This is an optimization exercise on Yosys and OpenROAD, whose aim is small area, a short achievable clock period and few clock cycles per item, not a production implementation.
Function was checked by simulation only, so behaviour that the tests miss may differ from the original.
Power and IR drop assume default switching activity.

==> design.v <==
`timescale 1ns / 1ps
module gain_core #(
    parameter integer DWIDTH = 16,  
    parameter integer GWIDTH = 16,  
    parameter integer FBITS  = 12   
)(
    input  wire                     clk,
    input  wire                     rst_n,      
    input  wire                     ce,         
    input  wire                     en,         
    input  wire signed [DWIDTH-1:0] data_i,     
    input  wire signed [GWIDTH-1:0] data_gain,  
    output reg  signed [DWIDTH-1:0] data_o      
);
    wire signed [DWIDTH+GWIDTH-1:0] mult_raw;
    wire signed [DWIDTH+GWIDTH-1:0] mult_rounded;
    wire signed [DWIDTH+GWIDTH-1-FBITS:0] mult_scaled;
    localparam signed [DWIDTH-1:0] MAX_VAL = {1'b0, {(DWIDTH-1){1'b1}}};  
    localparam signed [DWIDTH-1:0] MIN_VAL = {1'b1, {(DWIDTH-1){1'b0}}};  
    assign mult_raw = data_i * data_gain;
    assign mult_rounded = mult_raw + (1 << (FBITS-1));
    assign mult_scaled = mult_rounded >>> FBITS;
    always @(posedge clk) begin
        if (!rst_n) begin
            data_o <= 0;
        end else if (ce) begin
            if (!en) begin
                data_o <= data_i;
            end else begin
                if (mult_scaled > MAX_VAL) begin
                    data_o <= MAX_VAL;
                end else if (mult_scaled < MIN_VAL) begin
                    data_o <= MIN_VAL;
                end else begin
                    data_o <= mult_scaled[DWIDTH-1:0];
                end
            end
        end
    end
endmodule
`timescale 1ns / 1ps
module axis_gain_wrapper #(
    parameter integer C_S_AXI_DATA_WIDTH = 32,
    parameter integer C_S_AXI_ADDR_WIDTH = 4,
    parameter integer AUDIO_WIDTH        = 16,
    parameter integer GAIN_FBITS         = 12
)(
    input  wire aclk,
    input  wire aresetn,
    input  wire [31:0] s_axis_tdata,
    input  wire        s_axis_tlast,
    input  wire        s_axis_tvalid,
    output wire        s_axis_tready,
    output wire [31:0] m_axis_tdata,
    output wire        m_axis_tlast,
    output wire        m_axis_tvalid,
    input  wire        m_axis_tready,
    input  wire [C_S_AXI_ADDR_WIDTH-1:0] s_axi_awaddr,
    input  wire                          s_axi_awvalid,
    output reg                           s_axi_awready,
    input  wire [C_S_AXI_DATA_WIDTH-1:0] s_axi_wdata,
    input  wire [3:0]                    s_axi_wstrb,
    input  wire                          s_axi_wvalid,
    output reg                           s_axi_wready,
    output reg  [1:0]                    s_axi_bresp,
    output reg                           s_axi_bvalid,
    input  wire                          s_axi_bready,
    input  wire [C_S_AXI_ADDR_WIDTH-1:0] s_axi_araddr,
    input  wire                          s_axi_arvalid,
    output reg                           s_axi_arready,
    output reg  [C_S_AXI_DATA_WIDTH-1:0] s_axi_rdata,
    output reg  [1:0]                    s_axi_rresp,
    output reg                           s_axi_rvalid,
    input  wire                          s_axi_rready
);
    reg [31:0] reg_control;
    reg [31:0] reg_gain_l;
    reg [31:0] reg_gain_r;
    wire [1:0] addr_w = s_axi_awaddr[3:2];
    wire [1:0] addr_r = s_axi_araddr[3:2];
    always @(posedge aclk) begin
        if (!aresetn) begin
            s_axi_awready <= 1'b0;
            s_axi_wready  <= 1'b0;
            s_axi_bvalid  <= 1'b0;
            s_axi_bresp   <= 2'b00;
            reg_control <= 32'b0;
            reg_gain_l  <= 32'h0000_1000;  
            reg_gain_r  <= 32'h0000_1000;
        end else begin
            if (!s_axi_awready && s_axi_awvalid && s_axi_wvalid) begin
                s_axi_awready <= 1'b1;
                s_axi_wready  <= 1'b1;
                case (addr_w)
                    2'h0: reg_control <= s_axi_wdata;
                    2'h1: reg_gain_l  <= s_axi_wdata;
                    2'h2: reg_gain_r  <= s_axi_wdata;
                    default: ;
                endcase
            end else begin
                s_axi_awready <= 1'b0;
                s_axi_wready  <= 1'b0;
            end
            if (s_axi_awready && !s_axi_bvalid) begin
                s_axi_bvalid <= 1'b1;
                s_axi_bresp  <= 2'b00;
            end else if (s_axi_bready) begin
                s_axi_bvalid <= 1'b0;
            end
        end
    end
    always @(posedge aclk) begin
        if (!aresetn) begin
            s_axi_arready <= 1'b0;
            s_axi_rvalid  <= 1'b0;
            s_axi_rdata   <= 32'b0;
            s_axi_rresp   <= 2'b00;
        end else begin
            if (!s_axi_arready && s_axi_arvalid) begin
                s_axi_arready <= 1'b1;
                s_axi_rvalid  <= 1'b1;
                case (addr_r)
                    2'h0: s_axi_rdata <= reg_control;
                    2'h1: s_axi_rdata <= reg_gain_l;
                    2'h2: s_axi_rdata <= reg_gain_r;
                    default: s_axi_rdata <= 32'b0;
                endcase
            end else begin
                s_axi_arready <= 1'b0;
                if (s_axi_rvalid && s_axi_rready)
                    s_axi_rvalid <= 1'b0;
            end
        end
    end
    reg valid_d;
    reg last_d;
    wire stream_ready = m_axis_tready || !valid_d;
    assign s_axis_tready = stream_ready;
    assign m_axis_tvalid = valid_d;
    assign m_axis_tlast  = last_d;
    wire core_ce     = stream_ready;
    wire gain_enable = reg_control[0];
    gain_core #(
        .DWIDTH(AUDIO_WIDTH),
        .GWIDTH(16),
        .FBITS (GAIN_FBITS)
    ) u_gain_l (
        .clk       (aclk),
        .rst_n     (aresetn),
        .ce        (core_ce),
        .en        (gain_enable),
        .data_i    (s_axis_tdata[15:0]),
        .data_gain (reg_gain_l[15:0]),
        .data_o    (m_axis_tdata[15:0])
    );
    gain_core #(
        .DWIDTH(AUDIO_WIDTH),
        .GWIDTH(16),
        .FBITS (GAIN_FBITS)
    ) u_gain_r (
        .clk       (aclk),
        .rst_n     (aresetn),
        .ce        (core_ce),
        .en        (gain_enable),
        .data_i    (s_axis_tdata[31:16]),
        .data_gain (reg_gain_r[15:0]),
        .data_o    (m_axis_tdata[31:16])
    );
    always @(posedge aclk) begin
        if (!aresetn) begin
            valid_d <= 1'b0;
            last_d  <= 1'b0;
        end else if (stream_ready) begin
            valid_d <= s_axis_tvalid;
            last_d  <= s_axis_tlast;
        end
    end
endmodule
==> run.sh <==
#!/bin/bash
# synth_recipe.tcl (not shown) runs the flow's synth.tcl, then flattens the netlist and writes it again
# the make line also repeats each setting of config.mk as NAME=value (left out here)
make -C /OpenROAD-flow-scripts/flow DESIGN_CONFIG=/design/flow/config.mk WORK_HOME=/design/flow/orfs CLKGATE_MAP_FILE= SYNTH_SCRIPT=/design/flow/synth_recipe.tcl finish
==> config.mk <==
export PLATFORM = sky130hd
export DESIGN_NAME = axis_gain_wrapper
export DESIGN_NICKNAME = axis_gain_wrapper
export VERILOG_FILES = /design/flow/design.v
export SDC_FILE = /design/flow/constraint.sdc
export NUM_CORES = 4
export LEC_CHECK = 0
export CAP_MARGIN = 20
export CORE_MARGIN = 2
export CORE_UTILIZATION = 40
export SLEW_MARGIN = 20
==> constraint.sdc <==
create_clock -name core_clock -period 8.0 [get_ports {aclk}]
set_input_delay 1.6000 -clock core_clock [delete_from_list [all_inputs] [get_ports {aclk}]]
set_output_delay 1.6000 -clock core_clock [all_outputs]
set_load 0.01 [all_outputs]
==> key figures <==
Placed design
  • Area post-placement: 30240 um2
  • PortBufs: 149
  • GPL Wtd Cong: 0.8604
  • Placed insts: 4113
  • DP Wirelength: 56310 um

Routing
  • Initial drt markers: 1001
  • DR vias: 20.37k
  • Routed length per instance: 16.80 um
  • Pre-Repair DR Iteration Count: 5
  • Final WL: 69700 um
  • Drc violations: 0
  • Via density: 4.910
  • ANT nets after route: 0

Logic synthesis
  • Synth Instances: 3002
  • Unique masters post-synth: 64
  • Post-synth top area share: 0.4017
  • Cell taking the most area after synthesis: fa_1
  • YS warnings: 2
  • Post-synthesis async set-or-reset flop share: 0
  • Post-synth top flop: dfxtp_1
  • Post-synthesis sequential area ratio: 0.1273
  • Largest cells by area after synthesis: fa_1 40%, dfxtp_1 13%, inv_1 8.4%, ha_1 7.4%, nand2_1 7.0%
  • Register bit total from synthesis: 166
  • Synth Area per Inst: 8.699 um2
  • Post-synth EDFFs: 0
  • Netlist Area Pre-Place: 26110 um2

Floorplanning
  • Row Count: 93
  • Die Ht: 259.5 um
  • Die width: 259.5 um
  • Placeable Area: 64460 um2
  • I/O pin count: 162
  • DIE AREA: 67350 um2
  • Initial Utilization: 0.4051

Worst setup path
  • CP Launch Type: input pin
  • Arr. time, crit path: 8.08 ns
  • Crit Path Class: in2reg
  • RR Endpoint: u_gain_l.data_o[1]
  • Cell mode on critical path: fa_1
  • R2r setup slk: 1.07 ns
  • CP max stage cell: or4_1
  • RR Startpoint: reg_gain_l[4]
  • R2R depth: 22
  • Worst EP required: 8.36 ns
  • Crit path max fanout: 11
  • Critical path's largest stage delay: 0.54 ns
  • Worst setup EP type: register

Hold path
  • Worst Min Path Start: u_gain_l.data_o[7]
  • Worst hold path type: reg2reg
  • Worst hold endpoint: u_gain_l.data_o[7]
  • Hold path depth: 2

Layout
  • Layout net count: 4044
  • Post-Layout Cell Count: 4148
  • Post-route cell area: 30980 um2
  • Fillers: 6228
  • Layout cells sized above 1: 0.1072
  • Commonest non-fill, non-tap cell in the layout: inv_1
  • Synthesis-to-finish area growth: 18.63%
  • Most frequent cells in the layout: 578 x inv_1, 522 x fa_1, 489 x nand2_1
  • Core Util, Final: 0.4806

Timing
  • Final setup TNS: 0 ns
  • Final cycle utilization of the critical path: 0.9649
  • Fmax: 0.1295 GHz
  • Hold_ws: 0.4488 ns
  • Minimum clock period: 7.719 ns
  • Tightest Pin Transition: 0.8967 ns
  • Worst Skew: 0.02059 ns
  • Finish-stage setup viols: 0
  • Slew margin rel.: 0.4022
  • Pins Over Slew Limit: 0
  • Final Hold Viols: 0

GRT
  • Largest net degree at the start of global routing: 53
  • Initial antenna violation count: 4
  • Total track usage: 0.2179
  • Number of global-route vias before repair: 21.28k
  • Global-route wire length before repair: 114700 um
  • GRT overflow: 0

Job
  • Max-capacitance violation count: 0

Status
  • Outcome: no timing/DRC/antenna violations

Clock network
  • Total CTS buffers: 17
  • Hold_buf cts: 0
  • Clk pin slew, worst setup/hold paths: 0.07 ns
  • Clock sink count: 166
  • Worst-Skew Late Latency: 0.49 ns
  • Root buffer cell: clkbuf_16
  • Htree depth: 4
  • CTS tree: built
  • Clock Path Buffers: 2

Pwr
  • Pwr Density: 107.5 nW/um2
  • VDD IR-drop max: 0.0001611 V
  • Leak: 15.00 nW
==> repair_timing <==
| action | 4_1_cts | 5_1_grt |
|---|---|---|
| gates resized for setup | 0 | 39 |
| hold endpoints to repair | 0 | 0 |
| buffers inserted | 0 | 4 |
| endpoints found under the setup margin | 0 | 32 |
==> report_power, final <==
group	total (mW)	leakage (nW)	switching (mW)	internal, mW
logic	1.57	13.4	0.826	0.740
clock network	0.867	0.283	0.420	0.447
registers	0.896	1.36	0.0361	0.860
total	3.33	15.0	1.28	2.05
==> flip-flops by register name, indices dropped and copies added (netlist names) <==
| register | cells |
|---|---|
| last_d | 1 |
| s_axi_arready | 1 |
| reg_gain_r | 32 |
| u_gain_l.data_o | 16 |
| valid_d | 1 |
| s_axi_wready | 1 |
| reg_gain_l | 32 |
| s_axi_bvalid | 1 |
| u_gain_r.data_o | 16 |
| s_axi_rdata | 32 |
| reg_control | 32 |
| s_axi_rvalid | 1 |
==> worst max path at each step <==
stage                     startpoint             endpoint  slack (ns)  cells after the start
finish               s_axis_tdata[7]   u_gain_l.data_o[1]        0.28                     25
global route         s_axis_tdata[7]   u_gain_l.data_o[9]       -0.03                     26
CTS                 s_axis_tdata[28]   u_gain_r.data_o[1]        0.10                     23
detailed placement  s_axis_tdata[28]   u_gain_r.data_o[2]       -0.40                     23
global placement    s_axis_tdata[29]  u_gain_r.data_o[13]       -0.36                     24
floorplan           s_axis_tdata[15]   u_gain_l.data_o[2]        0.01                     26
==> cells in the mapped netlist (5+ instances only) <==
library cell / instances
a211oi_1: 39
a21o_1: 24
a21oi_1: 188
a31oi_1: 9
and2_1: 237
buf_4: 5
clkbuf_1: 149
dfxtp_1: 166
fa_1: 524
ha_1: 154
inv_1: 581
mux2i_1: 34
nand2_1: 490
nand2b_1: 14
nand3_1: 12
nand4_1: 14
nor2_1: 118
nor2b_1: 5
nor3_1: 5
o211ai_1: 6
o21a_1: 17
o21ai_0: 52
o21ai_1: 21
o21bai_1: 5
or2_2: 7
xnor2_1: 43
xor2_1: 19
==> final cells by class <==
type,instances,area [um2],share of cell area
multi-input cells,2092,20050,0.6473
repair buffers,422,3770,0.1217
flip-flops and latches,166,3323,0.1073
inverters,581,2183,0.07048
well taps,855,1070,0.03453
clock buffers,19,442.9,0.01430
clock inverters,12,136.4,0.004402
diodes,1,2.502,0.00008078
==> kinds of logic after synthesis <==
family / synth area share
AO/OA/AOI/OAI: 0.09204
XOR/XNOR: 0.02079
adder cells (fa/ha/maj): 0.4755
buffers and inverters: 0.1096
flip-flops: 0.1273
multiplexers: 0.01303
other: 0.0001436
AND/OR/NAND/NOR: 0.1616
==> through the flow <==
stage / setup WS (ns) / power (mW)
after floorplan: 0.01054 / 1.825
after global placement: -0.3633 / 2.456
final: 0.2809 / 3.330
after detailed placement: -0.4048 / 2.470
after global routing: -0.03064 / 3.588
after CTS: 0.1033 / 3.346
==> layer usage <==
layer	vias up	routed length, um	track usage	share of wire
met5	-	46	0	0.00066
met3	86	3791	0.03437	0.054
met2	482	32800	0.3540	0.47
met4	6	1768	0.06386	0.025
li1	9632	-	-	-
met1	10160	31290	0.3003	0.45
==> critical path, delay by kind of cell <==
kind                       cells  cell delay [ns]
and+or+nand+nor                2             0.71
buffers and inverters          9             1.26
adders and majority gates      7             3.24
xor gates and xnor gates       1             0.15
AOI/OAI and AO/OA              6             1.09
Testbench counts, summed over its fixed seeds: cycles 16,416, samples 16,384.

==> re-timing with driven ports <==
How much do the figures lean on ideal ports? The routed layout below was timed once more, with nothing changed but the port constraints. Step 1 assumes that a clkbuf_16 drives the clock port and a buf_2 every other input. Step 2, shift: input delay + t, output delay - t, t = (earliest + latest rising clock arrival at the registers) / 2. This alone moves slack from input paths to output paths. Slacks: no drivers / after step 1 / after step 2; pairs: no drivers / after step 1.
t, ns: 0.536
slack for setup (ns): 0.281 / 0.312 / -0.224
clock arrival spread, ns: 0.021 / 0.021
cell pins on the clock port's net: 1
Met with ideal ports but missed after step 2: setup timing in this run. For this run, drivers alone change the setup slack by +0.031 ns; drivers and shift together by -0.505 ns.
